This is an optimization exercise on Yosys and OpenROAD, whose aim is small area, not a production implementation.
RTL that was checked went through simulation tests only; none was proved equivalent to the original.
For runs 1, 5 and 6, only the layout was checked, not whether the RTL still works.
No activity file was given, so power comes from the tool's default toggle rates.

<file path="run.sh">
#!/bin/bash
# synth_recipe.tcl (not shown) runs the flow's synth.tcl, then flattens the netlist and writes it again
# the make line also repeats each setting of config.mk as NAME=value (left out here)
make -C /OpenROAD-flow-scripts/flow DESIGN_CONFIG=/design/flow/config.mk WORK_HOME=/design/flow/orfs CLKGATE_MAP_FILE= SYNTH_SCRIPT=/design/flow/synth_recipe.tcl finish
</file>
<file path="design.v">
module ethernet_crc32 (
  input  logic [7:0]  fb,
  output logic [31:0] feedback
  );
  always_comb begin
    feedback = {fb, 24'd0};
    for (int i = 0; i < 8; i++) begin
      feedback = feedback[31] ? ({feedback[30:0], 1'b0} ^ 32'h04C11DB7)
                              : {feedback[30:0], 1'b0};
    end
  end
endmodule
module ethernet_mac_encap (
  input  logic        clk,
  input  logic        reset,
  input  logic [7:0]  tdata,
  input  logic        tvalid,
  output logic        tready,
  input  logic        tuser,
  input  logic        tlast,
  input  logic [1:0]  speed_mode,  
  input  logic        div_u_last,  
  input  logic        div_last,    
  output logic        clk_enable,  
  output logic [7:0]  gmii_txd,    
  output logic        gmii_txen,   
  output logic        gmii_txer    
  );
  localparam logic [2:0] IDLE     = 3'd0,
                         PREAMBLE = 3'd1,
                         SFD      = 3'd2,
                         DATA     = 3'd3,
                         PAD      = 3'd4,
                         FCS      = 3'd5,
                         IFG      = 3'd6;
  logic [2:0]  state;
  logic [10:0] count;
  logic [31:0] crc;
  logic [31:0] crc_fb;
  logic [7:0]  fb;
  logic        accept;
  always_ff @(posedge clk) begin
    if (reset) begin
      clk_enable <= 1'b0;
    end else begin
      clk_enable <= speed_mode[1] | (div_u_last & (speed_mode[0] | div_last));
    end
  end
  assign tready = state == DATA && clk_enable;
  assign accept = state == DATA && tvalid;
  always_ff @(posedge clk) begin
    if (reset) begin
      gmii_txd  <= 8'h00;
      gmii_txen <= 1'b0;
      gmii_txer <= 1'b0;
    end else if (clk_enable) begin
      case (state)
        IDLE     : gmii_txd <= tvalid ? 8'h55 : 8'h00;
        PREAMBLE : gmii_txd <= 8'h55;
        SFD      : gmii_txd <= 8'hD5;
        DATA     : gmii_txd <= tvalid ? tdata : 8'h00;
        FCS      : gmii_txd <= ~{crc[24], crc[25], crc[26], crc[27],
                                 crc[28], crc[29], crc[30], crc[31]};
        default  : gmii_txd <= 8'h00;
      endcase
      gmii_txen <= state == IDLE ? tvalid : state != IFG;
      gmii_txer <= accept & tuser;
    end
  end
  always_ff @(posedge clk) begin
    if (reset) begin
      state <= IDLE;
      count <= 11'd0;
    end else if (clk_enable) begin
      case (state)
        IDLE : begin
          if (tvalid) state <= PREAMBLE;
        end
        PREAMBLE : begin
          if (count[2] & count[0]) begin           
            count <= 11'd0;
            state <= SFD;
          end else begin
            count <= count + 11'd1;
          end
        end
        SFD : begin
          state <= DATA;
        end
        DATA : begin
          if ((count & 11'd1513) == 11'd1513) begin    
            count <= 11'd0;
            state <= FCS;
          end else if (tvalid && tlast && count >= 11'd59) begin
            count <= 11'd0;
            state <= FCS;
          end else begin
            count <= count + 11'd1;
            if (tvalid && tlast) state <= PAD;
          end
        end
        PAD : begin
          if ((count & 11'd59) == 11'd59) begin        
            count <= 11'd0;
            state <= FCS;
          end else begin
            count <= count + 11'd1;
          end
        end
        FCS : begin
          if (count[1] & count[0]) begin           
            count <= 11'd0;
            state <= IFG;
          end else begin
            count <= count + 11'd1;
          end
        end
        IFG : begin
          if (count[3] & count[1] & count[0]) begin   
            count <= 11'd0;
            state <= IDLE;
          end else begin
            count <= count + 11'd1;
          end
        end
        default : begin
          state <= IDLE;
          count <= 11'd0;
        end
      endcase
    end
  end
  always_comb begin
    fb = crc[31:24] ^ (accept ? {tdata[0], tdata[1], tdata[2], tdata[3],
                                 tdata[4], tdata[5], tdata[6], tdata[7]} : 8'h00);
    if (state == FCS) fb = 8'h00;
  end
  ethernet_crc32 ethernet_crc32_inst (
    .fb       (fb),
    .feedback (crc_fb)
  );
  always_ff @(posedge clk) begin
    if (state == IDLE) begin
      crc <= 32'hFFFFFFFF;
    end else if (clk_enable && (state == DATA || state == PAD || state == FCS)) begin
      crc <= {crc[23:0], 8'h00} ^ crc_fb;
    end
  end
endmodule
module ethernet_mac_decap (
  input  logic        clk,
  input  logic        reset,
  output logic [7:0]  tdata,
  output logic        tvalid,
  output logic        tuser,
  output logic        tlast,
  input  logic        mac_address_filter,
  input  logic [47:0] mac_address,
  input  logic        clk_enable,
  input  logic [7:0]  gmii_rxd,        
  input  logic        gmii_rxdv,       
  input  logic        gmii_rxer        
  );
  localparam logic [31:0] CRC32_RESIDUE = 32'hC704DD7B;
  localparam logic [1:0] IDLE       = 2'd0,    
                         DATA       = 2'd1,
                         SKIP_FRAME = 2'd2;
  logic [1:0]  state;
  logic [10:0] count;
  logic [31:0] crc;
  logic [31:0] crc_fb;
  logic [7:0] hold;
  logic       rx_error;      
  logic       da_mismatch;   
  logic       da_bcast;      
  logic [7:0] mac_byte;
  logic       too_long;
  always_comb begin
    case (count[2:0])
      3'd0    : mac_byte = mac_address[47:40];
      3'd1    : mac_byte = mac_address[39:32];
      3'd2    : mac_byte = mac_address[31:24];
      3'd3    : mac_byte = mac_address[23:16];
      3'd4    : mac_byte = mac_address[15:8];
      default : mac_byte = mac_address[7:0];
    endcase
  end
  assign too_long = (count & 11'd1518) == 11'd1518;
  always_ff @(posedge clk) begin
    if (clk_enable) begin
      hold  <= gmii_rxd;
      tdata <= hold;
    end
  end
  always_ff @(posedge clk) begin
    if (reset) begin
      tvalid <= 1'b0;
    end else begin
      tvalid <= clk_enable && state == DATA && count != 11'd0;
    end
  end
  assign tlast = state != DATA;
  assign tuser = state[1]
               | rx_error
               | count < 11'd64
               | crc != CRC32_RESIDUE
               | (mac_address_filter & da_mismatch & ~da_bcast);
  always_ff @(posedge clk) begin
    if (reset) begin
      state <= IDLE;
    end else if (clk_enable) begin
      case (state)
        IDLE : begin
          if (gmii_rxdv && (gmii_rxer || gmii_rxd != 8'hD5 && gmii_rxd != 8'h55)) begin
            state <= SKIP_FRAME;
          end else if (gmii_rxdv && gmii_rxd == 8'hD5) begin
            state <= DATA;
          end
        end
        DATA : begin
          if (!gmii_rxdv) begin
            state <= IDLE;
          end else if (too_long) begin
            state <= SKIP_FRAME;
          end
        end
        default : begin
          if (!gmii_rxdv) begin
            state <= IDLE;
          end
        end
      endcase
    end
  end
  always_ff @(posedge clk) begin
    if (clk_enable) begin
      if (state == IDLE) begin
        count       <= 11'd0;
        rx_error    <= 1'b0;
        da_mismatch <= 1'b0;
        da_bcast    <= 1'b1;
      end else if (state == DATA && gmii_rxdv && !too_long) begin
        count    <= count + 11'd1;
        rx_error <= rx_error | gmii_rxer;
        if (count < 11'd6) begin
          if (gmii_rxd != mac_byte) da_mismatch <= 1'b1;
          if (gmii_rxd != 8'hFF)    da_bcast    <= 1'b0;
        end
      end
    end
  end
  ethernet_crc32 ethernet_crc32_inst (
    .fb       (crc[31:24] ^ {gmii_rxd[0], gmii_rxd[1], gmii_rxd[2], gmii_rxd[3],
                             gmii_rxd[4], gmii_rxd[5], gmii_rxd[6], gmii_rxd[7]}),
    .feedback (crc_fb)
  );
  always_ff @(posedge clk) begin
    if (state == IDLE) begin
      crc <= 32'hFFFFFFFF;
    end else if (clk_enable && gmii_rxdv && state == DATA) begin
      crc <= {crc[23:0], 8'h00} ^ crc_fb;
    end
  end
endmodule
module ethernet_mac_top (
  input  logic        clk,
  input  logic        reset,
  output logic [7:0]  rx_tdata,
  output logic        rx_tvalid,
  output logic        rx_tuser,
  output logic        rx_tlast,
  input  logic [7:0]  tx_tdata,
  input  logic        tx_tvalid,
  output logic        tx_tready,
  input  logic        tx_tuser,
  input  logic        tx_tlast,
  input  logic [1:0]  speed_mode,      
  input  logic        mac_address_filter,
  input  logic [47:0] mac_address,
  input  logic        div_u_last,      
  input  logic        div_last,        
  input  logic        rx_clk_enable,
  output logic        tx_clk_enable,
  output logic [7:0]  gmii_txd,
  output logic        gmii_txen,
  output logic        gmii_txer,
  input  logic [7:0]  gmii_rxd,
  input  logic        gmii_rxdv,
  input  logic        gmii_rxer
  );
  ethernet_mac_decap ethernet_mac_decap_inst (
    .clk                (clk),
    .reset              (reset),
    .tdata              (rx_tdata),
    .tvalid             (rx_tvalid),
    .tuser              (rx_tuser),
    .tlast              (rx_tlast),
    .mac_address_filter (mac_address_filter),
    .mac_address        (mac_address),
    .clk_enable         (rx_clk_enable),
    .gmii_rxd           (gmii_rxd),
    .gmii_rxdv          (gmii_rxdv),
    .gmii_rxer          (gmii_rxer)
  );
  ethernet_mac_encap ethernet_mac_encap_inst (
    .clk                (clk),
    .reset              (reset),
    .tdata              (tx_tdata),
    .tvalid             (tx_tvalid),
    .tready             (tx_tready),
    .tuser              (tx_tuser),
    .tlast              (tx_tlast),
    .speed_mode         (speed_mode),
    .div_u_last         (div_u_last),
    .div_last           (div_last),
    .clk_enable         (tx_clk_enable),
    .gmii_txd           (gmii_txd),
    .gmii_txen          (gmii_txen),
    .gmii_txer          (gmii_txer)
  );
endmodule
module mdio_clause45_controller (
  input  logic        clk,
  input  logic        reset,
  input  logic [3:0]  div_u,           
  input  logic [2:0]  div_t,           
  output logic        mdc_o,
  input  logic        mdio_i,
  output logic        mdio_o,
  output logic        mdio_oe,
  input  logic        access_request,
  input  logic [1:0]  access_type,
  input  logic [4:0]  dev_type,
  input  logic [4:0]  phy_address,
  input  logic [15:0] write_data,
  output logic [15:0] read_data,
  output logic        access_complete,
  output logic        busy
  );
  logic [6:0]  pos;
  logic        request_pending;
  logic        write_operation;
  logic [27:0] shreg;
  logic tick, sample, mdc_high;
  logic st_idle, st_done, active, accept;
  logic in_cmd, in_ta, in_data;
  assign tick     = div_t[2] & div_u[3] & div_u[0];                   
  assign sample   = div_t == 3'd1 && div_u == 4'd2;                    
  assign mdc_high = div_t[2] | (div_t[1] & (div_t[0] | div_u >= 4'd5));  
  assign st_idle = pos[6] & pos[0];
  assign st_done = pos[6] & ~pos[0];
  assign active  = ~pos[6];
  assign in_cmd  = pos[6:4] == 3'b010 && pos[3:1] != 3'b111;
  assign in_ta   = pos[6:1] == 6'b010111;
  assign in_data = pos[6:4] == 3'b011;
  assign accept  = ~request_pending & st_idle & access_request;
  assign busy      = request_pending;
  assign read_data = shreg[15:0];
  always_ff @(posedge clk) begin
    if (reset) begin
      request_pending <= 1'b0;
    end else if (st_done) begin
      request_pending <= 1'b0;
    end else if (accept) begin
      request_pending <= 1'b1;
    end
  end
  always_ff @(posedge clk) begin
    if (accept) begin
      write_operation <= ~access_type[1];
      shreg <= {access_type, phy_address, dev_type, write_data};
    end else if ((tick & ((in_cmd & pos[3:1] != 3'b000) | (in_data & write_operation)))
               | (sample & in_data & ~write_operation)) begin
      shreg <= {shreg[26:0], mdio_i};
    end
  end
  always_ff @(posedge clk) begin
    if (reset) begin
      pos <= 7'd65;
    end else if (tick) begin
      if (st_idle) begin
        if (request_pending) pos <= 7'd0;
      end else begin
        pos <= pos + 7'd1;
      end
    end
  end
  always_ff @(posedge clk) begin
    access_complete <= st_done & tick;
    mdc_o           <= active & mdc_high;
    mdio_oe         <= active & (write_operation | ~(in_ta | in_data));
    mdio_o          <= (active & ~pos[5])
                     | (in_cmd & pos[3:1] != 3'b000 & shreg[27])
                     | (write_operation & ((in_ta & ~pos[0]) | (in_data & shreg[27])));
  end
endmodule
module tri_mode_mac (
  input  logic        clk,
  input  logic        reset,
  output logic [7:0]  rx_tdata,
  output logic        rx_tvalid,
  output logic        rx_tuser,
  output logic        rx_tlast,
  input  logic [7:0]  tx_tdata,
  input  logic        tx_tvalid,
  output logic        tx_tready,
  input  logic        tx_tuser,
  input  logic        tx_tlast,
  input  logic [1:0]  speed_mode,
  input  logic        mac_address_filter,
  input  logic [47:0] mac_address,
  input  logic        rx_clk_enable,
  output logic        tx_clk_enable,
  output logic [7:0]  gmii_txd,
  output logic        gmii_txen,
  output logic        gmii_txer,
  input  logic [7:0]  gmii_rxd,
  input  logic        gmii_rxdv,
  input  logic        gmii_rxer,
  output logic        mdc_o,
  input  logic        mdio_i,
  output logic        mdio_o,
  output logic        mdio_oe,
  input  logic        mdio_access_request,
  input  logic [1:0]  mdio_access_type,
  input  logic [4:0]  mdio_dev_type,
  input  logic [4:0]  mdio_phy_address,
  input  logic [15:0] mdio_write_data,
  output logic [15:0] mdio_read_data,
  output logic        mdio_access_complete,
  output logic        mdio_busy
  );
  logic [3:0] cnt_u;
  logic [2:0] cnt_t;
  logic       cnt_h;
  logic       u_last, t_last;
  assign u_last = cnt_u[3] & cnt_u[0];           
  assign t_last = cnt_t[2];                      
  always_ff @(posedge clk) begin
    if (reset) begin
      cnt_u <= 4'd0;
      cnt_t <= 3'd0;
      cnt_h <= 1'b0;
    end else begin
      cnt_u <= u_last ? 4'd0 : cnt_u + 4'd1;
      if (u_last) begin
        cnt_t <= t_last ? 3'd0 : cnt_t + 3'd1;
        if (t_last) cnt_h <= ~cnt_h;
      end
    end
  end
  ethernet_mac_top ethernet_mac_top_inst (
    .clk                (clk),
    .reset              (reset),
    .rx_tdata           (rx_tdata),
    .rx_tvalid          (rx_tvalid),
    .rx_tuser           (rx_tuser),
    .rx_tlast           (rx_tlast),
    .tx_tdata           (tx_tdata),
    .tx_tvalid          (tx_tvalid),
    .tx_tready          (tx_tready),
    .tx_tuser           (tx_tuser),
    .tx_tlast           (tx_tlast),
    .speed_mode         (speed_mode),
    .mac_address_filter (mac_address_filter),
    .mac_address        (mac_address),
    .div_u_last         (u_last),
    .div_last           (u_last & t_last & cnt_h),
    .rx_clk_enable      (rx_clk_enable),
    .tx_clk_enable      (tx_clk_enable),
    .gmii_txd           (gmii_txd),
    .gmii_txen          (gmii_txen),
    .gmii_txer          (gmii_txer),
    .gmii_rxd           (gmii_rxd),
    .gmii_rxdv          (gmii_rxdv),
    .gmii_rxer          (gmii_rxer)
  );
  mdio_clause45_controller mdio_inst (
    .clk             (clk),
    .reset           (reset),
    .div_u           (cnt_u),
    .div_t           (cnt_t),
    .mdc_o           (mdc_o),
    .mdio_i          (mdio_i),
    .mdio_o          (mdio_o),
    .mdio_oe         (mdio_oe),
    .access_request  (mdio_access_request),
    .access_type     (mdio_access_type),
    .dev_type        (mdio_dev_type),
    .phy_address     (mdio_phy_address),
    .write_data      (mdio_write_data),
    .read_data       (mdio_read_data),
    .access_complete (mdio_access_complete),
    .busy            (mdio_busy)
  );
endmodule
</file>
<file path="config.mk">
export PLATFORM = sky130hd
export DESIGN_NAME = tri_mode_mac
export DESIGN_NICKNAME = tri_mode_mac
export VERILOG_FILES = /design/flow/design.v
export SDC_FILE = /design/flow/constraint.sdc
export NUM_CORES = 4
export LEC_CHECK = 0
export CAP_MARGIN = 20
export CORE_MARGIN = 2
export CORE_UTILIZATION = 40
export SLEW_MARGIN = 20
</file>
<file path="constraint.sdc">
create_clock -name core_clock -period 8.0 [get_ports {clk}]
set_input_delay 1.6000 -clock core_clock [delete_from_list [all_inputs] [get_ports {clk}]]
set_output_delay 1.6000 -clock core_clock [all_outputs]
set_load 0.01 [all_outputs]
</file>
==> summary.md, run 1 <==
| Metric | Value |
|---|---|
| Max Slew Vio Count | `0` |
| Yosys reg bits | `171` |
| Status | `no timing/DRC/antenna violations` |
| Skew-Pair Late Insertion Delay | `450 ps` |
| Setup Crit Path Kind | `primary input to output port` |
| Initial Util | `40.8%` |
| CTS Buf Count | `17` |
| Layout Nets | `1194` |
| Setup TNS | `0 ps` |
| Power Dens Cells | `178 mW/mm²` |
| Vias post-DR | `7321` |
| Multi-input gate area | `0.00488 mm²` |
| WHS | `422 ps` |
| Final Hold Viols | `0` |
| Die X | `156 µm` |
| Core Util, Final | `50.4%` |
| Sequential cell area fraction in the yosys report | `43.3%` |
| Slowest Stage Delay on Critical Path | `540 ps` |
| Total core area | `0.0227 mm²` |
| CTS Hold Bufs | `0` |
| Worst-path maximum fanout | `1` |
| Leakage | `4.13 nW` |
| Die height | `156 µm` |
| Routed wire length | `22.7 mm` |
| Detailed Route Iter0 Violations | `690` |
| Residual DRC | `0` |
| Routability Congestion | `0.797` |
| Crit path arrival time | `2950 ps` |
| Total power | `2.04 mW` |
| Unique cell type count in the Yosys netlist | `64` |
| Cell count after synthesis | `968` |
| Final Cycle Share | `56.9%` |
| Synth Area per Inst | `9.58 µm²` |
| Synth-to-Final Area Change | `23.5%` |
| FF-to-FF path depth | `7` |
| Htree depth | `4` |
| Routed wire length per instance | `16.5 µm` |
| RSZ-0062 raised after global routing | `false` |
| Setup Fix Bufs, Post-CTS | `0` |
| GR Overflow Total | `0` |
| Via/cell ratio | `5.33` |
| Worst Setup EP | `rx_tuser` |
| Maximum root-to-sink buffer count | `2` |
| Critical path startpoint category | `primary input` |
| Maximum vdd ir drop | `0.115 mV` |
| Sink Count | `171` |
| Pre-antenna DRT Iters | `6` |
| Rel. slew slack | `35.4%` |
| Crit-path cells | `clkdlybuf4s50_1, nand2_1, o2111a_1, nand4_1, clkdlybuf4s50_1` |
| Post-Syn Nets | `1087` |
| Reg area | `0.00401 mm²` |
| Worst path slowest cell | `clkdlybuf4s50_1` |
| Final HPWL DP | `16.0 mm` |
| CTS clk-pin slew, worst paths | `70 ps` |
| Synth async-reset ratio | `0%` |
| FP Rows | `55` |
| Die Area | `0.0244 mm²` |
| Vias in the first global route | `6718` |
| Most used DFF post-synth | `dfxtp_1` |
| Post-layout min period | `4550 ps` |
| Initial antenna violation count | `0` |
| Fmax | `220 MHz` |
| Clk_skew | `18.5 ps` |
| CTS tree | `done` |
| Data required, critical path | `6400 ps` |
| PortBufs | `148` |
| Final setup violation count | `0` |
| Post-synth EDFFs | `59` |
| Crit. Startpoint | `mac_address_filter` |
| Global-route wire length before repair | `35.9 mm` |
| Filler cells | `2075` |
| Post-CTS sizing | `0` |
| IO Count | `149` |
| Largest net degree at the start of global routing | `65` |
| Synth Warn # | `5` |
| Total track usage | `18.5%` |
| Share of cells above drive strength 1 | `8.82%` |
| Final antenna-violating net count | `0` |
| Worst R2R Setup Slack | `4870 ps` |
| Number of max-cap violations | `0` |
| Worst slew pin tran | `962 ps` |
| Synth Cell Area | `0.00927 mm²` |
| ANT cells | `0` |
| CP Capture Type | `output port` |
| Most common cell on crit path | `clkdlybuf4s50_1` |
| Root Driver | `clkbuf_16` |
| Hold Path Class | `flop to flop` |
==> power breakdown <==
part           leakage [nW]  internal, mW  switching (mW)
clock network         0.286         0.420           0.403
logic                  2.36         0.140           0.127
registers              1.48         0.930          0.0185
==> metal layers <==
metal  GRT usage [%]  part of all wire, %  up-vias
li1                -                    -     3679
met4            4.89                  1.1        0
met5               0                    0        -
met3            3.13                  4.5       18
met1            27.0                   49     3461
met2            28.3                   45      163
==> state kept, by name (all words and copies together), names as in the netlist, 3 cells and up <==
signal,count
ethernet_mac_top_inst.ethernet_mac_encap_inst.state,3
cnt_u,4
ethernet_mac_top_inst.ethernet_mac_decap_inst.tdata,8
ethernet_mac_top_inst.ethernet_mac_encap_inst.gmii_txd,8
ethernet_mac_top_inst.ethernet_mac_encap_inst.count,11
ethernet_mac_top_inst.ethernet_mac_encap_inst.crc,32
cnt_t,3
ethernet_mac_top_inst.ethernet_mac_decap_inst.hold,8
ethernet_mac_top_inst.ethernet_mac_decap_inst.count,11
mdio_inst.shreg,28
ethernet_mac_top_inst.ethernet_mac_decap_inst.crc,32
mdio_inst.pos,7
==> placed cells by master (no fill, tap or decap), types with 5 or more instances in the layout <==
cell type and count:
clkdlybuf4s50_1 148, dfxtp_1 112, nand2_1 102, xnor2_1 92, nor2_1 62, edfxtp_1 59
a21oi_1 55, xor2_1 53, o211ai_1 53, mux2_2 36, nand3_1 28, o21ai_0 28
nor3_1 22, clkbuf_16 17, inv_1 15, ha_1 14, a211oi_1 13, and3_1 11
o21ai_1 11, nor2b_1 10, buf_4 10, a222oi_1 8, nand4_1 8, nand4b_1 7
nor4_1 6, a31oi_1 6, or3_1 6, inv_8 6, a41oi_1 5, nand2b_1 5
nor4b_1 5
==> area by class of cell <==
type / instances / share of cell area [%]
tap: 285 / 3.11
inverter: 16 / 0.525
multi-input combinational: 711 / 42.6
sequential: 171 / 35.1
timing repair buffer: 158 / 13.6
clock inverter: 15 / 1.40
clock buffer: 17 / 3.72
==> cell families (layout without fill, tap and decap cells) <==
| family | after synthesis | in the layout | synth area share, % |
|---|---|---|---|
| AO/OA/AOI/OAI | 211 | 211 | 15.1 |
| XOR/XNOR | 153 | 153 | 15.3 |
| adder cells (fa/ha/maj) | 14 | 14 | 1.89 |
| buffers and inverters | 86 | 206 | 4.21 |
| flip-flops | 171 | 171 | 43.3 |
| multiplexers | 39 | 39 | 4.74 |
| AND/OR/NAND/NOR | 294 | 294 | 15.4 |
==> how the worst min path moves through the flow <==
stage / startpoint / endpoint / slack [ps] / cells past startpoint
finish: flop / flop / 420 / 0
global route: flop / flop / 430 / 0
CTS: flop / flop / 420 / 0
detailed placement: flop / flop / 410 / 0
global placement: flop / flop / 400 / 0
floorplan: flop / flop / 400 / 0
==> Yosys cell counts (all sizes together) (6+ instances only) <==
cell type / count / area share, %
nand2: 102 / 4.1
nand3: 29 / 1.6
clkbuf: 47 / 1.9
a31oi: 6 / 0.41
nor2b: 11 / 0.74
mux2: 36 / 4.4
inv: 15 / 0.61
xnor2: 95 / 9.2
dfxtp: 112 / 24
nand4b: 7 / 0.66
a21oi: 56 / 3.1
a211oi: 13 / 1.1
nand4: 8 / 0.54
and3: 11 / 0.74
o21ai: 43 / 2.4
edfxtp: 59 / 19
a222oi: 8 / 0.86
o211ai: 53 / 4.3
nor2: 62 / 2.5
ha: 14 / 1.9
xor2: 55 / 5.4
or3: 6 / 0.41
nor4: 6 / 0.41
nor3: 23 / 1.4
buf: 23 / 1.7
==> worst max-delay path: cells and delay by family <==
| kind | cells | cell delay [ps] |
|---|---|---|
| AND/OR/NAND/NOR | 2 | 130 |
| AO/OA/AOI/OAI | 1 | 230 |
| buffers and inverters | 2 | 990 |
==> through the flow <==
stage	cells	setup slack, ps	cell area [µm²]
after floorplan	968	4430	9270
after global placement	1341	3460	10900
after detailed placement	1341	3440	10900
after CTS	1373	3440	11400
after global routing	1373	3400	11400
final	1373	3450	11400
==> inputs of run 2 (changes only) <==
--- a/design.v
+++ b/design.v
@@ -188,8 +188,12 @@
   assign too_long = (count & 11'd1518) == 11'd1518;
+  logic [7:0] rxd_q;
+  logic       enable_q;
   always_ff @(posedge clk) begin
-    if (clk_enable) begin
-      hold  <= gmii_rxd;
-      tdata <= hold;
+    rxd_q    <= gmii_rxd;
+    enable_q <= clk_enable;
+    if (enable_q) begin
+      hold <= rxd_q;
     end
   end
+  assign tdata = hold;
   always_ff @(posedge clk) begin
==> flow/run.sh (new file) <==
#!/bin/bash
# Standard ORFS layout, with port buffers of the smallest buffer cell and a
# clock tree built from small clock buffers without dummy loads.
set -euo pipefail
export BUFFER_PORTS_ARGS="-buffer_cell sky130_fd_sc_hd__buf_1"
export CTS_ARGS="-sink_clustering_enable -repair_clock_nets -dont_use_dummy_load -sink_clustering_size 30 -sink_clustering_max_diameter 100 -buf_list {sky130_fd_sc_hd__clkbuf_8 sky130_fd_sc_hd__clkbuf_16}"
bash standard.sh > flow.log 2>&1
==> standard.sh (new file) <==
#!/bin/bash
# synth_recipe.tcl (not shown) runs the flow's synth.tcl, then flattens the netlist and writes it again
# the make line also repeats each setting of config.mk as NAME=value (left out here)
make -C /OpenROAD-flow-scripts/flow DESIGN_CONFIG=/design/flow/config.mk WORK_HOME=/design/flow/orfs CLKGATE_MAP_FILE= SYNTH_SCRIPT=/design/flow/synth_recipe.tcl "${@:-finish}"
--- a/config.mk
+++ b/config.mk
@@ -9,3 +9,3 @@
 export CORE_MARGIN = 2
-export CORE_UTILIZATION = 40
+export CORE_UTILIZATION = 50
 export SLEW_MARGIN = 20
removed: run.sh
==> run 2 against run 1 <==
Compared with the run above: combinational power fell by 19%; largest power group unchanged; clock-buffer cell count unchanged; final cell count decreased by 4.5%; via count barely moved; critical endpoint unchanged; still clean on timing, DRC and antenna.
==> summary.md, run 2 <==
| Metric | Value |
|---|---|
| Setup TNS | `0 ps` |
| Yosys reg bits | `172` |
| Worst slew pin tran | `1010 ps` |
| Status | `no timing/DRC/antenna violations` |
| Biggest area consumer among synthesized cells | `dfxtp_1` |
| Routed wire length per instance | `16.3 µm` |
| Sequential cell area fraction in the yosys report | `42.6%` |
| Die X | `140 µm` |
| RSZ-0062 raised after global routing | `false` |
| Sink Count | `172` |
| Total core area | `0.0181 mm²` |
| Worst path slowest cell | `o2111a_1` |
| IO Count | `149` |
| Final HPWL DP | `15.3 mm` |
| CP Capture Type | `output port` |
| Root Driver | `clkbuf_16` |
| Routed wire length | `21.4 mm` |
| Setup Fix Bufs, Post-CTS | `0` |
| WL met2 | `9.39 mm` |
| Cell count after synthesis | `986` |
| Worst-path maximum fanout | `1` |
| DR top layer | `met4` |
| Post-CTS sizing | `0` |
| Setup Crit Path Kind | `primary input to output port` |
| Crit-path cells | `buf_1, nand2_1, o2111a_1, nand4_1, buf_1` |
| Largest net degree at the start of global routing | `50` |
| Metal3 WL | `880 µm` |
| Synth Warn # | `5` |
| Power Dens Cells | `178 mW/mm²` |
| Most common cell after layout, fill and taps aside | `buf_1` |
| Initial antenna violation count | `1` |
| Rel. slew slack | `32.4%` |
| Final antenna-violating net count | `0` |
| Final setup violation count | `0` |
| Data required, critical path | `6400 ps` |
| Share of cells above drive strength 1 | `7.77%` |
| Fmax | `257 MHz` |
| Htree depth | `4` |
| Post-layout min period | `3890 ps` |
| CTS clk-pin slew, worst paths | `60 ps` |
| Crit-path leading delay family | `compound AO/OA/AOI/OAI gates` |
| Synth-to-Final Area Change | `10.6%` |
| Routability Congestion | `0.805` |
| Dominant cell by count in the synthesized netlist | `dfxtp_1` |
| Largest regs | `ethernet_mac_top_inst.ethernet_mac_decap_inst.crc: 32 flops, ethernet_mac_top_inst.ethernet_mac_encap_inst.crc: 32 flops, mdio_inst.shreg: 28 flops` |
| Final Cycle Share | `48.7%` |
| Via/cell ratio | `5.58` |
| Post-synth EDFFs | `51` |
| Crit path arrival time | `2290 ps` |
| PortBufs | `148` |
| Die Area | `0.0197 mm²` |
| Top cells by count, synth | `dfxtp_1 (121), nand2_1 (105), xnor2_1 (101)` |
| Post-Syn Nets | `1105` |
| Leakage | `3.57 nW` |
| Final Hold Viols | `0` |
| CTS Buf Count | `17` |
| Core Util, Final | `56.7%` |
| Filler cells | `1668` |
| Clk_skew | `12.3 ps` |
| Top cells by area, synth | `dfxtp_1 (26%), edfxtp_1 (16%), xnor2_1 (9.5%)` |
| Maximum vdd ir drop | `0.152 mV` |
| Detailed Route Iter0 Violations | `582` |
| Most common cell on crit path | `buf_1` |
| Initial Util | `51.3%` |
| Unique cell type count in the Yosys netlist | `62` |
| Total track usage | `21.8%` |
| Most used DFF post-synth | `dfxtp_1` |
| Skew-Pair Late Insertion Delay | `420 ps` |
| Synth Area per Inst | `9.42 µm²` |
| CTS Hold Bufs | `0` |
| Residual DRC | `0` |
| Critical path startpoint category | `primary input` |
| Maximum root-to-sink buffer count | `2` |
| Global-route wire length before repair | `34.6 mm` |
| Synth Cell Area | `0.00928 mm²` |
| Slowest Stage Delay on Critical Path | `250 ps` |
| Buf/Inv on CP | `2` |
| Pre-antenna DRT Iters | `6` |
| Max Slew Vio Count | `0` |
| Die height | `140 µm` |
| Total power | `1.83 mW` |
| Layout Nets | `1202` |
| Number of max-cap violations | `0` |
| Met1 wire length | `11.0 mm` |
| Synth async-reset ratio | `0%` |
| Vias in the first global route | `6651` |
| Synth top area share | `26.1%` |
| CTS tree | `done` |
| FP Rows | `49` |
| GR Overflow Total | `0` |
| Hold Path Class | `flop to flop` |
| Vias post-DR | `7316` |
| Leading cell types in the layout, fill and taps excluded | `buf_1 (147), dfxtp_1 (121), nand2_1 (105)` |
-- run 2: worst reg2reg max path: stages (launching register included) --
cell and delay (ps):
dfxtp_1 980, nand2b_4 270, o31ai_1 300, a22o_1 430, xor2_1 390, xnor2_1 270, xnor2_1 170, a21oi_1 80
-- run 2: layer usage --
layer  vias up  track usage (%)
met5         -                0
met4         0             5.42
met3        14             4.14
met2       149             32.0
met1      3479             32.9
li1       3674                -
-- run 2: per-stage QoR --
stage	hold slack [ps]	worst slack, ps	cells	instance area, µm²
detailed placement	389	3860	1293	9840
finish	403	4110	1311	10300
CTS	402	4120	1310	10300
global placement	386	3920	1292	9820
floorplan	386	4430	986	9280
global route	405	4020	1310	10300
-- run 2: final cells by class --
cell class	count	area [µm²]	share of cell area, %
timing repair buffer	157	637	6.21
tap	229	287	2.79
clock buffer	17	425	4.14
inverter	19	71.3	0.695
antenna	1	2.50	0.0244
multi-input combinational	716	4890	47.6
sequential	172	3950	38.5
-- run 2: cell families (layout without fill, tap and decap cells) --
group,Yosys count,after routing,share of synthesized area (%)
AND/OR/NAND/NOR,299,299,15.4
other,0,1,0
adder cells (fa/ha/maj),14,14,1.89
multiplexers,37,37,4.47
AO/OA/AOI/OAI,211,211,15.2
buffers and inverters,98,193,4.91
XOR/XNOR,155,155,15.5
flip-flops,172,172,42.6
-- run 2: path summary, 6_finish.rpt --
check             slack, ps                from        to  cells past startpoint
setup / recovery       4110  mac_address_filter  rx_tuser                      5
hold / removal          400                flop      flop                      0
setup reg to reg       4960                flop      flop                      7
hold reg to reg         400                flop      flop                      0
-- run 2: power breakdown --
group	switching (mW)	internal, mW	leakage, nW
Sequential	0.0193	0.928	1.48
Clock	0.293	0.369	0.209
Combinational	0.123	0.0936	1.89
Total	0.435	1.39	3.57
==> inputs of run 3 (changes only) <==
==> flow/run.sh (replaced) <==
#!/bin/bash
# Standard ORFS layout, with port buffers of the smallest buffer cell and a
# clock tree built from small clock buffers without dummy loads.
set -euo pipefail
export BUFFER_PORTS_ARGS="-buffer_cell sky130_fd_sc_hd__buf_1"
export CTS_ARGS="-sink_clustering_enable -repair_clock_nets -dont_use_dummy_load -buf_list {sky130_fd_sc_hd__clkbuf_4 sky130_fd_sc_hd__clkbuf_8}"
bash standard.sh > flow.log 2>&1
==> run 3 against run 2 <==
Compared with the run above: still clean; final cell count unchanged; register-to-register slack about the same; sequential power about the same; sequential share of layout area increased by 0.73 points; largest cell class unchanged; largest power group unchanged.
==> summary.md, run 3 <==
| Metric | Value |
|---|---|
| GR Overflow Total | `0` |
| Worst R2R Setup Slack | `4950 ps` |
| Buf/Inv on CP | `2` |
| CP Capture Type | `output port` |
| Routed wire length per instance | `16.3 µm` |
| Synth-to-Final Area Change | `8.49%` |
| Htree depth | `4` |
| Psw | `0.410 mW` |
| Die Area | `0.0197 mm²` |
| Final setup margin | `4110 ps` |
| Largest net degree at the start of global routing | `50` |
| Status | `no timing/DRC/antenna violations` |
| Via/cell ratio | `5.56` |
| CTS clk-pin slew, worst paths | `70 ps` |
| Crit-path leading delay family | `compound AO/OA/AOI/OAI gates` |
| Biggest area consumer among synthesized cells | `dfxtp_1` |
| Synth Area per Inst | `9.42 µm²` |
| Most common cell on crit path | `buf_1` |
| Worst slew pin tran | `1030 ps` |
| Top cells by count, synth | `dfxtp_1 (121), nand2_1 (105), xnor2_1 (101)` |
| Most used DFF post-synth | `dfxtp_1` |
| Crit path arrival time | `2290 ps` |
| Crit-path cells | `buf_1, nand2_1, o2111a_1, nand4_1, buf_1` |
| Pre-antenna DRT Iters | `5` |
| Vias in the first global route | `6632` |
| Clk_skew | `24.8 ps` |
| Total core area | `0.0181 mm²` |
| Synth top area share | `26.1%` |
| Met3 Use GR | `4.82%` |
| Met1 Use GR | `32.9%` |
| IO Count | `149` |
| GR Util met2 | `31.6%` |
| WHS | `408 ps` |
| Data required, critical path | `6400 ps` |
| Top cells by area, synth | `dfxtp_1 (26%), edfxtp_1 (16%), xnor2_1 (9.5%)` |
| Final Hold Viols | `0` |
| Filler cells | `1683` |
| Cell count after synthesis | `986` |
| Routed wire length | `21.4 mm` |
| Post-Syn Nets | `1105` |
| Total track usage | `21.7%` |
| Critical path startpoint category | `primary input` |
| CTS Buf Count | `17` |
| Multi-input gate area | `0.00489 mm²` |
| Final Cycle Share | `48.7%` |
| PortBufs | `148` |
| Final HPWL DP | `15.3 mm` |
| Reg area | `0.00395 mm²` |
| CTS Hold Bufs | `0` |
| Share of cells above drive strength 1 | `7.77%` |
| Rel. slew slack | `31.4%` |
| Post-layout min period | `3890 ps` |
| Busiest grt layer | `met1` |
| RSZ-0062 raised after global routing | `false` |
| Sink Count | `172` |
| Die height | `140 µm` |
| Synth Warn # | `5` |
| Post-CTS sizing | `0` |
| Setup Crit Path Kind | `primary input to output port` |
| Initial Util | `51.3%` |
| Final setup violation count | `0` |
| Most common cell after layout, fill and taps aside | `buf_1` |
| Internal Power | `1.21 mW` |
| Leakage | `3.49 nW` |
| Global-route wire length before repair | `34.5 mm` |
| FP Rows | `49` |
| Dominant cell by count in the synthesized netlist | `dfxtp_1` |
| Max Slew Vio Count | `0` |
| Setup TNS | `0 ps` |
| Slowest Stage Delay on Critical Path | `250 ps` |
| Power Dens Cells | `161 mW/mm²` |
| Root Driver | `clkbuf_8` |
| Vias post-DR | `7288` |
| Sequential cell area fraction in the yosys report | `42.6%` |
| Routability Congestion | `0.805` |
| Sw Ratio | `25.3%` |
| Gate power share | `13.4%` |
| Residual DRC | `0` |
| Unique cell type count in the Yosys netlist | `62` |
| Layout Nets | `1202` |
| Detailed Route Iter0 Violations | `548` |
| Fmax | `257 MHz` |
| Setup Fix Bufs, Post-CTS | `0` |
| Maximum vdd ir drop | `0.113 mV` |
| Worst path slowest cell | `o2111a_1` |
| Final antenna-violating net count | `0` |
| Synth async-reset ratio | `0%` |
| Number of max-cap violations | `0` |
| Largest regs | `ethernet_mac_top_inst.ethernet_mac_decap_inst.crc: 32 flops, ethernet_mac_top_inst.ethernet_mac_encap_inst.crc: 32 flops, mdio_inst.shreg: 28 flops` |
| Worst-path maximum fanout | `1` |
| CTS tree | `done` |
| Clock power share | `28.1%` |
| Die X | `140 µm` |
| Yosys reg bits | `172` |
| Hold Path Class | `flop to flop` |
| Maximum root-to-sink buffer count | `2` |
| Synth Cell Area | `0.00928 mm²` |
| Pre-CTS WS | `3860 ps` |
| Leading cell types in the layout, fill and taps excluded | `buf_1 (147), dfxtp_1 (121), nand2_1 (105)` |
| Post-synth EDFFs | `51` |
| Skew-Pair Late Insertion Delay | `460 ps` |
| Sequential Power Share | `58.5%` |
| Initial antenna violation count | `1` |
## run 3: worst reg2reg max path: cells and delay by family, from the launching register on
family / cells / cell delay [ps]
flops: 1 / 1000
xor+xnor: 3 / 900
compound gates: 3 / 740
simple gates: 1 / 270
## run 3: layout make-up
cell class / instances / area share (%)
clock buffer: 17 / 2.32
tap: 229 / 2.84
timing repair buffer: 157 / 6.32
multi-input combinational: 716 / 48.5
sequential: 172 / 39.3
inverter: 19 / 0.708
antenna: 1 / 0.0248
## run 3: final timing paths
path	start	depth (start not counted)	end
setup / recovery	mac_address_filter	5	rx_tuser
setup reg to reg	flop	7	flop
hold reg to reg	flop	0	flop
hold / removal	flop	0	flop
## run 3: cell families after synthesis
kind of cell	Yosys count	share of synthesized area (%)
AO/OA/AOI/OAI	211	15.2
XOR/XNOR	155	15.5
adder cells (fa/ha/maj)	14	1.89
buffers and inverters	98	4.91
flip-flops	172	42.6
multiplexers	37	4.47
AND/OR/NAND/NOR	299	15.4
## run 3: per-layer routing
layer  wire length, µm  part of all wire (%)
met2              9400                    44
met5                 0                     0
met4               144                  0.67
met1             11000                    51
met3               867                   4.1
## run 3: stage by stage
| step | instances | power [mW] | utilization (%) | area, µm² |
|---|---|---|---|---|
| 2_1_floorplan | 986 | 1.12 | - | 9280 |
| 3_3_place_gp | 1292 | 1.18 | 54.3 | 9820 |
| 3_5_place_dp | 1293 | 1.18 | 54.4 | 9840 |
| 4_1_cts | 1310 | 1.64 | 55.7 | 10100 |
| 5_1_grt | 1310 | 1.69 | 55.7 | 10100 |
| 6_report | 1311 | 1.62 | 55.7 | 10100 |
## run 3: power by group through the flow
| stage | Clock, mW | Sequential, mW | Combinational [mW] |
|---|---|---|---|
| after floorplan | 0 | 0.961 | 0.162 |
| after global placement | 0 | 0.966 | 0.216 |
| after detailed placement | 0 | 0.966 | 0.217 |
| after CTS | 0.473 | 0.947 | 0.218 |
| after global routing | 0.506 | 0.950 | 0.239 |
| final | 0.456 | 0.946 | 0.217 |
==> inputs of run 4 (changes only) <==
==> flow/run.sh (replaced) <==
#!/bin/bash
# ORFS layout with three changes from the standard one:
#  - synthesis is the standard synthesis script, except that ABC maps the
#    logic with an area-oriented script (flow/area.abc); the flip-flops are
#    mapped before ABC runs, so they are the standard synthesis's;
#  - port buffers use the smallest buffer cell;
#  - the clock tree uses small clock buffers and no dummy loads.
set -euo pipefail
WORK=$PWD
FLOW=$WORK/flow

# synthesis script: ORFS's synth.tcl with ABC's script replaced
sed '/^source .*synth_preamble.tcl/a set abc_args [lreplace $abc_args 1 1 '"$FLOW"'/area.abc]' \
  "$FLOW_HOME/scripts/synth.tcl" > "$WORK/area_synth.tcl"
grep -q 'area.abc' "$WORK/area_synth.tcl"
sed "s#\$::env(SCRIPTS_DIR)/synth.tcl#$WORK/area_synth.tcl#" "$WORK/synth_recipe.tcl" > "$WORK/area_synth_recipe.tcl"
grep -q 'area_synth.tcl' "$WORK/area_synth_recipe.tcl"

export BUFFER_PORTS_ARGS="-buffer_cell sky130_fd_sc_hd__buf_1"
export CTS_ARGS="-sink_clustering_enable -repair_clock_nets -dont_use_dummy_load -buf_list {sky130_fd_sc_hd__clkbuf_4 sky130_fd_sc_hd__clkbuf_8}"

make -C "$FLOW_HOME" DESIGN_CONFIG="$WORK/config.mk" WORK_HOME="$WORK/orfs" CLKGATE_MAP_FILE= \
  SYNTH_SCRIPT="$WORK/area_synth_recipe.tcl" synth > synth.log 2>&1
bash standard.sh > flow.log 2>&1
==> flow/area.abc (new file) <==
&get -n
&st
&deepsyn -T 60
&nf -R 1000 -p
&put
topo
dnsize -c
==> run 4 against run 3 <==
Compared with the run above: global-route usage rose by 1.5 points; clock power barely moved; largest power group unchanged; maximum frequency fell by 8.0%; clock skew rose by 13 ps; first-iteration DRC count fell by 6.8%; still clean; clock-buffer cell count did not move; critical path depth rose by 7; critical path type is now primary input to flop.
==> summary.md, run 4 <==
| Metric | Value |
|---|---|
| Sink Count | `172` |
| Vias in the first global route | `6389` |
| Setup Fix Bufs, Post-CTS | `0` |
| WHS | `404 ps` |
| Number of max-cap violations | `0` |
| Power Dens Cells | `178 mW/mm²` |
| ANT cells | `0` |
| Synth Warn # | `5` |
| Largest net degree at the start of global routing | `33` |
| Leading cell types in the layout, fill and taps excluded | `buf_1 (148), dfxtp_1 (121), nor2_1 (88)` |
| CTS Buf Count | `17` |
| Largest family of logic cells by synthesized area | `compound AO/OA/AOI/OAI gates` |
| Vias post-DR | `6926` |
| Hold Path Class | `flop to flop` |
| Post-CTS sizing | `0` |
| Final Hold Viols | `0` |
| Synth async-reset ratio | `0%` |
| Max Slew Vio Count | `0` |
| Htree depth | `4` |
| CTS Hold Bufs | `0` |
| Worst-path maximum fanout | `8` |
| RSZ-0062 raised after global routing | `false` |
| Dominant cell by count in the synthesized netlist | `dfxtp_1` |
| Yosys reg bits | `172` |
| Crit path arrival time | `4570 ps` |
| Reg area | `0.00395 mm²` |
| Maximum vdd ir drop | `0.108 mV` |
| CTS tree | `done` |
| Initial Util | `50.7%` |
| Top cells by area, synth | `dfxtp_1 (29%), edfxtp_1 (18%), xnor2_1 (4.8%)` |
| Synth Cell Area | `0.00835 mm²` |
| Worst slew pin tran | `979 ps` |
| Total track usage | `23.2%` |
| PortBufs | `148` |
| Synth top area share | `29.0%` |
| Pre-CTS WS | `3330 ps` |
| Synth-to-Final Area Change | `12.2%` |
| Status | `no timing/DRC/antenna violations` |
| Final HPWL DP | `15.1 mm` |
| Layout Nets | `1142` |
| Fmax | `236 MHz` |
| Share of cells above drive strength 1 | `2.64%` |
| Final setup margin | `3770 ps` |
| Biggest area consumer among synthesized cells | `dfxtp_1` |
| Die height | `133 µm` |
| Skew-Pair Late Insertion Delay | `460 ps` |
| Synth Area in Adders | `2.10%` |
| Synth Area per Inst | `9.65 µm²` |
| Initial antenna violation count | `0` |
| FP Rows | `47` |
| Most common cell after layout, fill and taps aside | `buf_1` |
| CP Capture Type | `flop` |
| IO Count | `149` |
| Post-Syn Nets | `984` |
| Setup TNS | `0 ps` |
| Post-synth EDFFs | `51` |
| Final Cycle Share | `52.9%` |
| Final setup violation count | `0` |
| Rel. slew slack | `34.5%` |
| Setup Crit Path Kind | `primary input to flop` |
| Root Driver | `clkbuf_8` |
| GR Overflow Total | `0` |
| Global-route wire length before repair | `33.0 mm` |
| Routed wire length per instance | `16.3 µm` |
| Leakage | `3.16 nW` |
| Filler cells | `1518` |
| Proportion of synthesized area in mux cells | `3.76%` |
| Data required, critical path | `8340 ps` |
| CTS clk-pin slew, worst paths | `70 ps` |
| Detailed Route Iter0 Violations | `511` |
| Maximum root-to-sink buffer count | `2` |
| Sequential cell area fraction in the yosys report | `47.4%` |
| Via/cell ratio | `5.58` |
| Post-layout min period | `4230 ps` |
| Unique cell type count in the Yosys netlist | `57` |
| Routability Congestion | `0.895` |
| Routed wire length | `20.2 mm` |
| Clk_skew | `38.3 ps` |
| Residual DRC | `0` |
| Critical path startpoint category | `primary input` |
| Most used DFF post-synth | `dfxtp_1` |
| Final antenna-violating net count | `0` |
| Post-Synth Simple-Gate Area | `15.9%` |
| Top cells by count, synth | `dfxtp_1 (121), nor2_1 (88), a21oi_1 (74)` |
| Multi-input gate area | `0.00423 mm²` |
| Pre-antenna DRT Iters | `7` |
| Die Area | `0.0177 mm²` |
| Largest regs | `ethernet_mac_top_inst.ethernet_mac_decap_inst.crc: 32 flops, ethernet_mac_top_inst.ethernet_mac_encap_inst.crc: 32 flops, mdio_inst.shreg: 28 flops` |
| Complex-gate fraction of the synthesized area | `19.7%` |
| Core Util, Final | `56.9%` |
| Synth Area in XOR/XNOR | `8.81%` |
| Total core area | `0.0165 mm²` |
| Cell count after synthesis | `865` |
| Die X | `133 µm` |
[run 4: cell types whose count changed after synthesis, sizes merged, moves of 17 or more]
cell	before	now
a21oi	53	74
clkbuf	49	0
clkinv	1	19
inv	18	0
nand2	105	66
nand3	34	16
nor2	63	88
o211ai	46	6
o21a	1	33
o21ai	44	61
xnor2	106	46
[run 4: final cells by class]
class,count,share of cell area (%)
Timing Repair Buffer,155,6.49
Tap cell,220,2.94
Multi-Input combinational cell,658,45.1
Sequential cell,172,42.2
Clock buffer,17,2.50
Inverter,19,0.761
[run 4: stage by stage]
stage               instances  power, mW  instance area [µm²]
CTS                      1241       1.69                 9360
global placement         1224       1.23                 9130
global route             1241       1.75                 9370
finish                   1241       1.67                 9370
floorplan                 865       1.15                 8350
detailed placement       1224       1.24                 9130
[run 4: path summary, 6_finish.rpt]
kind                                 from    to  slack (ps)  depth (start not counted)
worst min-delay path                 flop  flop         400                          0
worst max-delay path            tx_tvalid  flop        3770                         12
worst min register to register       flop  flop         400                          0
worst max register to register       flop  flop        4570                         11
[run 4: power breakdown]
group | leakage, nW | switching, mW | internal [mW]
registers | 1.48 | 0.0283 | 0.936
clock network | 0.122 | 0.266 | 0.188
logic | 1.56 | 0.159 | 0.0935
[run 4: layer usage]
layer / track usage, % / up-vias / part of all wire [%]
met4: 5.44 / 0 / 1.1
met5: 0 / - / 0
met2: 36.3 / 211 / 45
li1: - / 3494 / -
met3: 4.57 / 23 / 5.0
met1: 33.3 / 3198 / 49
[run 4: worst max-delay path, cell delays in order]
cell,delay [ps]
buf_1,150
nor2b_1,220
nor2b_1,460
nand2_1,210
xnor2_1,220
xnor2_1,400
nand2_1,220
o22ai_1,480
xnor2_1,210
a21oi_1,170
o21ai_0,110
o21a_1,110
[run 4: logic make-up (layout without fill, tap and decap cells)]
family                     after synthesis  count (layout)
DFF                                    172             172
and+or+nand+nor                        275             275
AOI/OAI and AO/OA                      257             257
adders and majority gates               14              14
buffers and inverters                   35             191
xor gates and xnor gates                84              84
muxes                                   28              28
==> inputs of run 5 (changes only) <==
--- a/design.v
+++ b/design.v
@@ -31,6 +31,6 @@
                          SFD      = 3'd2,
-                         DATA     = 3'd3,
-                         PAD      = 3'd4,
-                         FCS      = 3'd5,
-                         IFG      = 3'd6;
+                         DATA     = 3'd4,
+                         PAD      = 3'd5,
+                         FCS      = 3'd6,
+                         IFG      = 3'd7;
   logic [2:0]  state;
@@ -142,5 +142,5 @@
   always_ff @(posedge clk) begin
-    if (state == IDLE) begin
+    if (!state[2]) begin
       crc <= 32'hFFFFFFFF;
-    end else if (clk_enable && (state == DATA || state == PAD || state == FCS)) begin
+    end else if (clk_enable) begin
       crc <= {crc[23:0], 8'h00} ^ crc_fb;
==> flow/run.sh (replaced) <==
#!/bin/bash
# ORFS layout with three changes from the standard one:
#  - synthesis is the standard synthesis script, except that ABC maps the
#    logic with an area-oriented script (flow/area.abc, &deepsyn). It is run
#    with four random seeds and the smallest result is kept. The flip-flops
#    are mapped before ABC runs, so they are the standard synthesis's;
#  - port buffers use the smallest buffer cell;
#  - the clock tree uses small clock buffers and no dummy loads.
set -euo pipefail
WORK=$PWD
FLOW=$WORK/flow
SEEDS="1 2 3 4"

# synthesis script: ORFS's synth.tcl with ABC's script replaced
for s in $SEEDS; do
  sed "s/@SEED@/$s/" "$FLOW/area.abc" > "$WORK/area_$s.abc"
  sed '/^source .*synth_preamble.tcl/a set abc_args [lreplace $abc_args 1 1 '"$WORK/area_$s.abc"']' \
    "$FLOW_HOME/scripts/synth.tcl" > "$WORK/area_synth_$s.tcl"
  grep -q "area_$s.abc" "$WORK/area_synth_$s.tcl"
  sed "s#\$::env(SCRIPTS_DIR)/synth.tcl#$WORK/area_synth_$s.tcl#" "$WORK/synth_recipe.tcl" > "$WORK/area_synth_recipe_$s.tcl"
  grep -q "area_synth_$s.tcl" "$WORK/area_synth_recipe_$s.tcl"
done

for s in $SEEDS; do
  make -C "$FLOW_HOME" DESIGN_CONFIG="$WORK/config.mk" WORK_HOME="$WORK/orfs_seed$s" CLKGATE_MAP_FILE= \
    SYNTH_SCRIPT="$WORK/area_synth_recipe_$s.tcl" synth > "synth_seed$s.log" 2>&1 &
done
wait

best=""; best_area=""
for s in $SEEDS; do
  stat="$WORK/orfs_seed$s/reports/$FLOW_PLATFORM/tri_mode_mac/base/synth_stat.txt"
  [[ -f "$WORK/orfs_seed$s/results/$FLOW_PLATFORM/tri_mode_mac/base/1_synth.odb" && -f "$stat" ]] || continue
  area=$(sed -nE "s/.*Chip area for module .*: ([0-9.]+).*/\1/p" "$stat" | head -1)
  echo "seed $s: synthesized area $area" | tee -a synth_choice.log
  if [[ -z "$best" ]] || awk -v a="$area" -v b="$best_area" 'BEGIN { exit !(a < b) }'; then
    best=$s; best_area=$area
  fi
done
[[ -n "$best" ]]
echo "kept seed $best" | tee -a synth_choice.log
mv "$WORK/orfs_seed$best" "$WORK/orfs"

export BUFFER_PORTS_ARGS="-buffer_cell sky130_fd_sc_hd__buf_1"
export CTS_ARGS="-sink_clustering_enable -repair_clock_nets -dont_use_dummy_load -buf_list {sky130_fd_sc_hd__clkbuf_4 sky130_fd_sc_hd__clkbuf_8}"
bash standard.sh > flow.log 2>&1
==> flow/area.abc (replaced) <==
&get -n
&st
&deepsyn -T 30 -S @SEED@
&nf -R 1000 -p
&put
topo
dnsize -c
==> run 5 against run 4 <==
Compared with the run above: still clean; clock-buffer cell count unchanged; worst hold slack better by 5.4 ps; power down 5.6%; die area down 0.34%; sequential cell count unchanged; final cell count down 0.48%; first-iteration DRC count down 1.6%; clock power about the same; maximum frequency down 2.2%; synthesized area down 0.34%; clock skew down 10 ps; largest cell class unchanged; largest power group unchanged.
==> summary.md, run 5 <==
| Metric | Value |
|---|---|
| Routability Congestion | `0.835` |
| Pre-antenna DRT Iters | `7` |
| GR Util met2 | `35.5%` |
| Post-CTS sizing | `0` |
| Final setup violation count | `0` |
| Vias post-DR | `6855` |
| RSZ-0062 raised after global routing | `false` |
| Die height | `133 µm` |
| Residual DRC | `0` |
| Final setup margin | `3670 ps` |
| Setup Fix Bufs, Post-CTS | `0` |
| PortBufs | `148` |
| Synth Area per Inst | `9.70 µm²` |
| Post-synth EDFFs | `51` |
| Detailed Route Iter0 Violations | `503` |
| FF-to-FF path depth | `12` |
| Routed wire length per instance | `16.1 µm` |
| Synth Warn # | `5` |
| Cell count after synthesis | `858` |
| Fmax | `231 MHz` |
| Layout Nets | `1136` |
| Most common cell after layout, fill and taps aside | `buf_1` |
| Die X | `133 µm` |
| Share of cells above drive strength 1 | `2.66%` |
| Leading cell types in the layout, fill and taps excluded | `buf_1 (148), dfxtp_1 (121), nor2_1 (84)` |
| Root Driver | `clkbuf_8` |
| CTS Hold Bufs | `0` |
| Maximum root-to-sink buffer count | `2` |
| Post-layout min period | `4330 ps` |
| Worst-path maximum fanout | `9` |
| Global-route wire length before repair | `32.1 mm` |
| Sink Count | `172` |
| Power Dens Cells | `169 mW/mm²` |
| Busiest grt layer | `met2` |
| IO Count | `149` |
| Final Cycle Share | `54.1%` |
| Final antenna-violating net count | `0` |
| Hold Path Class | `flop to flop` |
| Total core area | `0.0164 mm²` |
| Status | `no timing/DRC/antenna violations` |
| Synth-to-Final Area Change | `12.3%` |
| Unique cell type count in the Yosys netlist | `55` |
| Synth async-reset ratio | `0%` |
| Final HPWL DP | `14.7 mm` |
| Final Instance Area | `0.00934 mm²` |
| Synth top area share | `29.1%` |
| CTS tree | `done` |
| Worst path slowest cell | `nor3b_1` |
| Most used DFF post-synth | `dfxtp_1` |
| Multi-input gate area | `0.00419 mm²` |
| Rel. slew slack | `31.6%` |
| Crit-path cells | `buf_1, nor3b_1, nand2_1, xor2_1, nor2_1, a22o_1, xor2_1, xnor2_1, xnor2_1, a21oi_1, o21ai_0, o21a_1` |
| Top cells by count, synth | `dfxtp_1 (121), nor2_1 (84), a21oi_1 (77)` |
| Top cells by area, synth | `dfxtp_1 (29%), edfxtp_1 (18%), xnor2_1 (5.1%)` |
| Max Slew Vio Count | `0` |
| GR Overflow Total | `0` |
| Vias in the first global route | `6242` |
| Data required, critical path | `8330 ps` |
| Biggest area consumer among synthesized cells | `dfxtp_1` |
| Largest regs | `ethernet_mac_top_inst.ethernet_mac_decap_inst.crc: 32 flops, ethernet_mac_top_inst.ethernet_mac_encap_inst.crc: 32 flops, mdio_inst.shreg: 28 flops` |
| Final Hold Viols | `0` |
| ANT cells | `0` |
| Final cell count without fillers | `1235` |
| Clk_skew | `28.0 ps` |
| Htree depth | `4` |
| Total track usage | `22.8%` |
| Synth Area in Adders | `2.11%` |
| CTS clk-pin slew, worst paths | `90 ps` |
| Met3 Use GR | `4.37%` |
| Buf/Inv on CP | `1` |
| Setup Crit Path Kind | `primary input to flop` |
| Post-Syn Nets | `977` |
| Maximum vdd ir drop | `0.110 mV` |
| Complex-gate fraction of the synthesized area | `19.5%` |
| Pre-CTS WS | `3240 ps` |
| Initial antenna violation count | `0` |
| FP Rows | `47` |
| Crit path arrival time | `4650 ps` |
| Worst R2R Setup Slack | `4190 ps` |
| Filler cells | `1541` |
| Sequential cell area fraction in the yosys report | `47.5%` |
| Via/cell ratio | `5.55` |
| Die Area | `0.0177 mm²` |
| Synth Cell Area | `0.00832 mm²` |
| Worst slew pin tran | `1020 ps` |
| Post-Synth Simple-Gate Area | `15.1%` |
| Met1 Use GR | `32.8%` |
| Synth Area in XOR/XNOR | `9.26%` |
| CP Capture Type | `flop` |
| Leakage | `3.12 nW` |
| Number of max-cap violations | `0` |
| Slowest Stage Delay on Critical Path | `810 ps` |
| Routed wire length | `19.9 mm` |
| Largest family of logic cells by synthesized area | `compound AO/OA/AOI/OAI gates` |
| Initial Util | `50.7%` |
| CTS Buf Count | `17` |
| Core Util, Final | `56.9%` |
| Setup TNS | `0 ps` |
| Total power | `1.58 mW` |
| Proportion of synthesized area in mux cells | `4.29%` |
| Dominant cell by count in the synthesized netlist | `dfxtp_1` |
| Skew-Pair Late Insertion Delay | `450 ps` |
| WHS | `410 ps` |
| Crit-path leading delay family | `simple AND/OR/NAND/NOR gates` |
| Area of placed instances | `0.00911 mm²` |
| Reg area | `0.00395 mm²` |
| Placed cell count | `1218` |
| Yosys reg bits | `172` |
| Hold depth | `0` |
| Critical path startpoint category | `primary input` |
| Largest net degree at the start of global routing | `32` |
==> run 5: changes by cell type after synthesis, sizes merged, moves of 4 or more <==
cell and change:
a31oi +5, nand2b +7, nand3 -5, nor2 -4, nor2b -5, nor3 -6, o211ai -5, o22ai +9
==> run 5: kinds of logic after synthesis <==
| logic type | after synthesis |
|---|---|
| AO/OA/AOI/OAI | 259 |
| XOR/XNOR | 88 |
| adder cells (fa/ha/maj) | 14 |
| buffers and inverters | 34 |
| flip-flops | 172 |
| multiplexers | 32 |
| AND/OR/NAND/NOR | 259 |
==> run 5: worst max-delay path by stage <==
stage	from	endpoint	slack (ps)	cells past startpoint
2_1_floorplan	mdio_access_request	mdio_inst.shreg[0]	3900	2
3_3_place_gp	tx_tvalid	flop	3270	12
3_5_place_dp	tx_tvalid	flop	3240	12
4_1_cts	tx_tvalid	flop	3690	12
5_1_grt	tx_tvalid	flop	3210	12
6_report	tx_tvalid	flop	3670	12
==> run 5: layout make-up <==
cell class	instances	area share, %
inverters	18	0.723
well taps	220	2.95
repair buffers	156	6.67
multi-input cells	652	44.8
clock buffers	17	2.51
flip-flops and latches	172	42.3
==> run 5: per-layer routing <==
metal | up-vias | part of all wire, %
met5 | - | 0
met4 | 0 | 0.74
met3 | 9 | 5.4
met2 | 200 | 45
met1 | 3194 | 49
li1 | 3452 | -
==> run 5: power breakdown <==
part	total, mW	leakage [nW]	switching, mW	internal [mW]
clock network	0.454	0.122	0.266	0.188
registers	0.946	1.48	0.0182	0.927
logic	0.177	1.52	0.108	0.0692
total	1.58	3.12	0.392	1.18
==> run 5: worst register-to-register path, cell delays in order (launching register included) <==
cell,delay (ps)
dfxtp_1,610
nand2b_1,220
nor3b_1,820
nand2_1,280
xor2_1,360
nor2_1,100
a22o_1,280
xor2_1,280
xnor2_1,210
xnor2_1,150
a21oi_1,170
o21ai_0,120
o21a_1,110
==> inputs of run 6 (changes only) <==
--- a/config.mk
+++ b/config.mk
@@ -9,3 +9,3 @@
 export CORE_MARGIN = 2
-export CORE_UTILIZATION = 50
+export CORE_UTILIZATION = 65
 export SLEW_MARGIN = 20
==> run 6 against run 5 <==
Compared with the run above: largest power group unchanged; largest cell class unchanged; global-route usage rose by 6.5 points; wire length fell by 2.0%; critical path type unchanged; synthesized area did not move; utilization rose by 17 points.
==> summary.md, run 6 <==
| Metric | Value |
|---|---|
| CP Capture Type | `flop` |
| Sink Count | `172` |
| Root Driver | `clkbuf_8` |
| Slowest Stage Delay on Critical Path | `540 ps` |
| Worst R2R Setup Slack | `4460 ps` |
| Final cell count without fillers | `1185` |
| Synth Warn # | `5` |
| Top cells by area, synth | `dfxtp_1 (29%), edfxtp_1 (18%), xnor2_1 (5.1%)` |
| Routed wire length per instance | `16.4 µm` |
| Die Area | `0.0137 mm²` |
| CTS clk-pin slew, worst paths | `80 ps` |
| Internal Power | `1.18 mW` |
| Rel. slew slack | `27.1%` |
| Hold Path Class | `flop to flop` |
| Sequential Power Share | `60.3%` |
| RSZ-0062 raised after global routing | `false` |
| Final HPWL DP | `14.3 mm` |
| Top cells by count, synth | `dfxtp_1 (121), nor2_1 (84), a21oi_1 (77)` |
| Sequential cell area fraction in the yosys report | `47.5%` |
| Final Cycle Share | `50.0%` |
| Die X | `117 µm` |
| Sw Ratio | `24.6%` |
| Routability Congestion | `0.939` |
| Synth Cell Area | `0.00832 mm²` |
| Routed wire length | `19.5 mm` |
| Initial antenna violation count | `0` |
| Fmax | `250 MHz` |
| FP Rows | `41` |
| Setup Fix Bufs, Post-CTS | `0` |
| PortBufs | `148` |
| Worst slew pin tran | `1090 ps` |
| GR Overflow Total | `0` |
| Most common cell after layout, fill and taps aside | `buf_1` |
| Crit-path leading delay family | `XOR/XNOR gates` |
| Post-layout min period | `4000 ps` |
| Gate power share | `11.1%` |
| Leakage | `3.11 nW` |
| Leading cell types in the layout, fill and taps excluded | `buf_1 (148), dfxtp_1 (121), nor2_1 (84)` |
| Max Slew Vio Count | `0` |
| Clk_skew | `20.9 ps` |
| Final setup margin | `4000 ps` |
| Detailed Route Iter0 Violations | `586` |
| Post-Syn Nets | `977` |
| Pre-antenna DRT Iters | `8` |
| CTS tree | `done` |
| ANT cells | `0` |
| Global-route wire length before repair | `31.5 mm` |
| Status | `no timing/DRC/antenna violations` |
| Maximum vdd ir drop | `0.125 mV` |
| CTS Hold Bufs | `0` |
| Skew-Pair Late Insertion Delay | `460 ps` |
| Post-CTS sizing | `0` |
| Total core area | `0.0126 mm²` |
| Final Hold Viols | `0` |
| Total track usage | `29.2%` |
| Vias post-DR | `7037` |
| Worst path slowest cell | `nor3b_2` |
| Dominant cell by count in the synthesized netlist | `dfxtp_1` |
| Largest regs | `ethernet_mac_top_inst.ethernet_mac_decap_inst.crc: 32 flops, ethernet_mac_top_inst.ethernet_mac_encap_inst.crc: 32 flops, mdio_inst.shreg: 28 flops` |
| Maximum root-to-sink buffer count | `2` |
| Cell count after synthesis | `858` |
| IO Count | `149` |
| Data required, critical path | `8350 ps` |
| Biggest area consumer among synthesized cells | `dfxtp_1` |
| Critical path startpoint category | `primary input` |
| Largest net degree at the start of global routing | `33` |
| Crit-path cells | `buf_1, nor3b_2, nand2_1, xor2_1, nor2_1, a22o_1, xor2_1, xnor2_1, xnor2_1, a21oi_1, o21ai_0, o21a_1` |
| Setup TNS | `0 ps` |
| Synth async-reset ratio | `0%` |
| Synth top area share | `29.1%` |
| Synth-to-Final Area Change | `11.3%` |
| Crit. Startpoint | `tx_tvalid` |
| Stages on the worst setup path | `12` |
| WHS | `410 ps` |
| CTS Buf Count | `17` |
| Crit path arrival time | `4350 ps` |
| Most used DFF post-synth | `dfxtp_1` |
| FF-to-FF path depth | `12` |
| Via/cell ratio | `5.94` |
| Power Dens Cells | `169 mW/mm²` |
| Synth Area per Inst | `9.70 µm²` |
| Psw | `0.385 mW` |
| Filler cells | `960` |
| Post-synth EDFFs | `51` |
| Buf/Inv on CP | `1` |
| Final antenna-violating net count | `0` |
| Layout Nets | `1134` |
| Placed cell count | `1168` |
| Final setup violation count | `0` |
| Share of cells above drive strength 1 | `2.57%` |
| Htree depth | `4` |
| Pre-CTS WS | `3220 ps` |
| Die height | `117 µm` |
| Clock power share | `28.6%` |
| Worst-path maximum fanout | `9` |
| Residual DRC | `0` |
| Vias in the first global route | `6698` |
| Initial Util | `66.2%` |
| Number of max-cap violations | `0` |
| Unique cell type count in the Yosys netlist | `55` |
| Yosys reg bits | `172` |
| Setup Crit Path Kind | `primary input to flop` |
run 6: cell count changes in the layout (fill, tap and decap cells not counted), sizes merged:
cell	before	now
buf	156	154
run 6: layout make-up:
cell class | instances | area, µm² | share of cell area (%)
tap | 172 | 215 | 2.32
inverter | 18 | 67.6 | 0.730
sequential | 172 | 3950 | 42.7
clock buffer | 17 | 234 | 2.53
timing repair buffer | 154 | 601 | 6.49
multi-input combinational | 652 | 4190 | 45.2
run 6: cell families after synthesis:
| logic type | synth area share [%] |
|---|---|
| simple gates | 15.1 |
| xor+xnor | 9.26 |
| mux | 4.29 |
| fa+ha+maj | 2.11 |
| flops | 47.5 |
| buf+inv | 2.26 |
| compound gates | 19.5 |
run 6: worst min path at each step:
stage	start	end	depth (start not counted)
final	flop	flop	0
after global routing	flop	flop	0
after global placement	flop	flop	0
after detailed placement	flop	flop	0
after CTS	flop	flop	0
after floorplan	flop	flop	0
run 6: power by group through the flow:
stage          Clock (mW)  Sequential [mW]  Combinational, mW
3_3_place_gp            0            0.964              0.166
2_1_floorplan           0            0.964              0.114
3_5_place_dp            0            0.966              0.172
4_1_cts             0.458            0.947              0.173
6_report            0.448            0.947              0.174
5_1_grt             0.484            0.950              0.192
run 6: per-stage QoR:
step                total power [mW]  util [%]  cell area (µm²)
finish                          1.57      73.7             9260
global route                    1.63      73.7             9260
CTS                             1.58      73.6             9250
detailed placement              1.14      71.8             9020
global placement                1.13      71.8             9020
floorplan                       1.08         -             8320
run 6: worst register-to-register path: stages, from the launching register on:
cell      delay (ps)
dfxtp_1          610
nand2b_1         270
nor3b_2          540
nand2_1          230
xor2_1           390
nor2_1           100
a22o_1           260
xor2_1           270
xnor2_1          210
xnor2_1          160
a21oi_1          180
o21ai_0          120
o21a_1           110
run 6: metal layers:
layer  part of all wire [%]  routed length [µm]  track usage, %
met5                      0                   0               0
met4                    1.9                 369            8.86
met3                    6.9                1340            6.44
met2                     48                9390            50.0
met1                     43                8360            37.3

re-timing with driven ports:
Ports are ideal in the flow. The routed layouts listed here were re-timed in OpenROAD.
Step 1, drivers: a clkbuf_16 drives clk and a buf_2 each remaining input, both assumed.
Step 2 adds t to the input delays and takes it off the output delays; t is the mean of the earliest and latest rising clock arrival at the registers after step 1. Input paths then give back, and output paths get back, about the clock's delay inside the block.
a / b / c = no drivers / after step 1 / after step 2; a / b = the first two.
| run | t (ns) | setup slack, ns | slew at the worst register clock pin (ns) |
|---|---|---|---|
| run 1 | 0.485 | 3.452 / 3.425 / 3.425 | 0.08 / 0.08 |
| run 2 | 0.466 | 4.107 / 4.060 / 3.798 | 0.07 / 0.07 |
| run 3 | 0.487 | 4.108 / 4.060 / 3.819 | 0.10 / 0.10 |
| run 4 | 0.484 | 3.767 / 3.777 / 3.293 | 0.11 / 0.11 |
| run 5 | 0.476 | 3.673 / 3.686 / 3.210 | 0.09 / 0.09 |
| run 6 | 0.483 | 3.999 / 4.013 / 3.530 | 0.08 / 0.08 |
After both steps setup and hold are still met in every run listed. The setup slack of run 4, which loses most, moves by +0.010 ns with the drivers and by -0.474 ns with both steps.
